What follows belongs to an exercise in optimizing a design on an open flow for small area; a production flow would make more cautious choices. In this exercise RTL edits were held to simulation tests only and were not proved equivalent to the original.

## build 26
## Systolic_CONV_MAC_top
module Systolic_CONV_MAC_top
(
    input clk,
    input rst_n,
    input relu,
    input [2:0] out_data_width,
    input dat_vld,
    input [127:0] dat,
    input CHinKyKx_max_now,
    input Wout_loop_start,
    input Wout_loop_end,
    input CHinKyKxWout_loop_end,
    input wt_vld,
    input [127:0] wt,
    input [2:0] wt_cnt,
    input [5:0] conv_out_shift,
    output reg conv_out_dat_vld,
    output reg [63:0] conv_out_dat
);
reg wfree, wfull;
wire wcopy = wfree & wfull;
always @(posedge clk or negedge rst_n)
if (~rst_n) begin
    wfree <= 1'b1;
    wfull <= 1'b0;
end else begin
    wfree <= (wfree & ~wcopy) | (dat_vld & Wout_loop_end);
    wfull <= (wfull & ~wcopy) | (wt_vld & (wt_cnt == 3'd7));
end
reg [127:0] wl [0:7];
reg [127:0] wa [0:7];
genvar go;
generate
    for (go = 0; go < 8; go = go + 1) begin : g_w
        always @(posedge clk) if (wt_vld & (wt_cnt == go)) wl[go] <= wt;
        always @(posedge clk) if (wcopy) wa[go] <= wl[go];
    end
endgenerate
reg [127:0] dat_r;
always @(posedge clk) dat_r <= dat;
reg v1, e1, m1, f1;
always @(posedge clk or negedge rst_n)
if (~rst_n) {v1, e1, m1, f1} <= 4'd0;
else {v1, e1, m1, f1} <= {dat_vld, Wout_loop_end, CHinKyKx_max_now, CHinKyKxWout_loop_end};
wire [9:0] lo [0:7];
wire [7:0] ci;
wire [8:0] r0 [0:7];
wire [8:0] r1 [0:7];
generate
    for (go = 0; go < 8; go = go + 1) begin : g_dot
        dotp u_dot (dat_r, wa[go], lo[go], ci[go], r0[go], r1[go]);
    end
endgenerate
  ...
Size in the first run: ~24000 cells after synthesis, about 4500 flip-flops, ~340 I/O pins, ~340000 um2 of cells after synthesis.
==> flow/config.mk <==
export PLATFORM = sky130hd
export DESIGN_NAME = Systolic_CONV_MAC_top
export DESIGN_NICKNAME = Systolic_CONV_MAC_top
export VERILOG_FILES = /design/flow/design.v
export SDC_FILE = /design/flow/constraint.sdc
export NUM_CORES = 8
export LEC_CHECK = 0
export CAP_MARGIN = 20
export CORE_MARGIN = 2
export CORE_UTILIZATION = 40
export CTS_CLUSTER_DIAMETER = 80
export CTS_CLUSTER_SIZE = 24
export PLACE_DENSITY = 0.45
export SLEW_MARGIN = 20
export SYNTH_HIERARCHICAL = 1
==> flow/constraint.sdc <==
create_clock -name core_clock -period 8.5 [get_ports {clk}]
set_input_delay 1.7000 -clock core_clock [delete_from_list [all_inputs] [get_ports {clk}]]
set_output_delay 1.7000 -clock core_clock [all_outputs]
set_load 0.01 [all_outputs]
run.sh (not shown) runs the stock make flow with config.mk's settings and CLKGATE_MAP_FILE= SYNTH_SCRIPT=/design/flow/synth_recipe.tcl, a recipe that flattens the netlist after the stock synthesis.
Build 26 was carried through to the last stage, and its layout satisfied the timing, DRC and antenna checks.
Input-level comparison between build 49 and build 26:
diff --git a/flow/config.mk b/flow/config.mk
--- a/flow/config.mk
+++ b/flow/config.mk
@@ -11,3 +11,3 @@
-export CTS_CLUSTER_DIAMETER = 80
-export CTS_CLUSTER_SIZE = 24
-export PLACE_DENSITY = 0.45
+export CTS_CLUSTER_DIAMETER = 120
+export CTS_CLUSTER_SIZE = 20
+export PLACE_DENSITY = 0.55
[summary]
- Re layout net count: build 49 is 287 up on build 26.
- Build 49 vs build 26 on final cell count: build 49 is the higher one.
- Build 49 and build 26: one clean run, build 26; the rest did not finish clean.
- Fmax: build 49 lower than build 26
- When build 49 is measured against build 26, its number of clock-tree buffers in the layout turns out about 12% higher.
- Against build 26, build 49 comes in 4649 higher on first-iteration DRC count.
- Per the comparison of build 49 with build 26, detailed-route wire length now sits higher; smallest hold slack picked up an extra 0.0081 ns; post-detailed-route DRC marker count now sits at about the same level.
- Build 49 vs. build 26: number of buffers inserted during clock tree synthesis went down by 13%.
- Of build 49 and build 26, the run reporting the lower placed standard-cell area was build 26.
Input-level comparison between build 30 and build 49:
diff --git a/flow/config.mk b/flow/config.mk
--- a/flow/config.mk
+++ b/flow/config.mk
@@ -11,3 +11,3 @@
-export CTS_CLUSTER_DIAMETER = 120
-export CTS_CLUSTER_SIZE = 20
-export PLACE_DENSITY = 0.55
+export CTS_CLUSTER_DIAMETER = 110
+export CTS_CLUSTER_SIZE = 22
+export PLACE_DENSITY = 0.45
[summary]
Build 30 completed every stage of the flow, and the final layout passed the timing, DRC and antenna checks.
Summary of build 30 over build 49: number of non-clock buffers in the layout lost 330, clock skew picked up an extra 0.039 ns.

## what the ideal ports hide
The results above use ideal ports. As a check the final layouts listed here were re-extracted and re-timed, cells and wires unchanged.
Step 1, drivers: a clkbuf_16 drives clk and a buf_2 each remaining input, both assumed.
Step 2 adds t to the input delays and takes it off the output delays; t is the mean of the earliest and latest rising clock arrival at the registers after step 1. Input paths then give back, and output paths get back, about the clock's delay inside the block.
a / b / c = ideal / step 1 / step 2; a / b = the first two.
run | shift t [ns] | slack for setup (ns) | worst setup path at the end
build 26 | 1.268 | 0.189 / 0.189 / -0.575 | input to register
build 49 | 1.259 | 0.113 / 0.113 / -0.591 | input to register
build 30 | 1.216 | 0.192 / 0.192 / -0.640 | input to register
For build 30, which loses most, drivers alone change the setup slack by 0.000 ns; drivers and shift together by -0.832 ns.
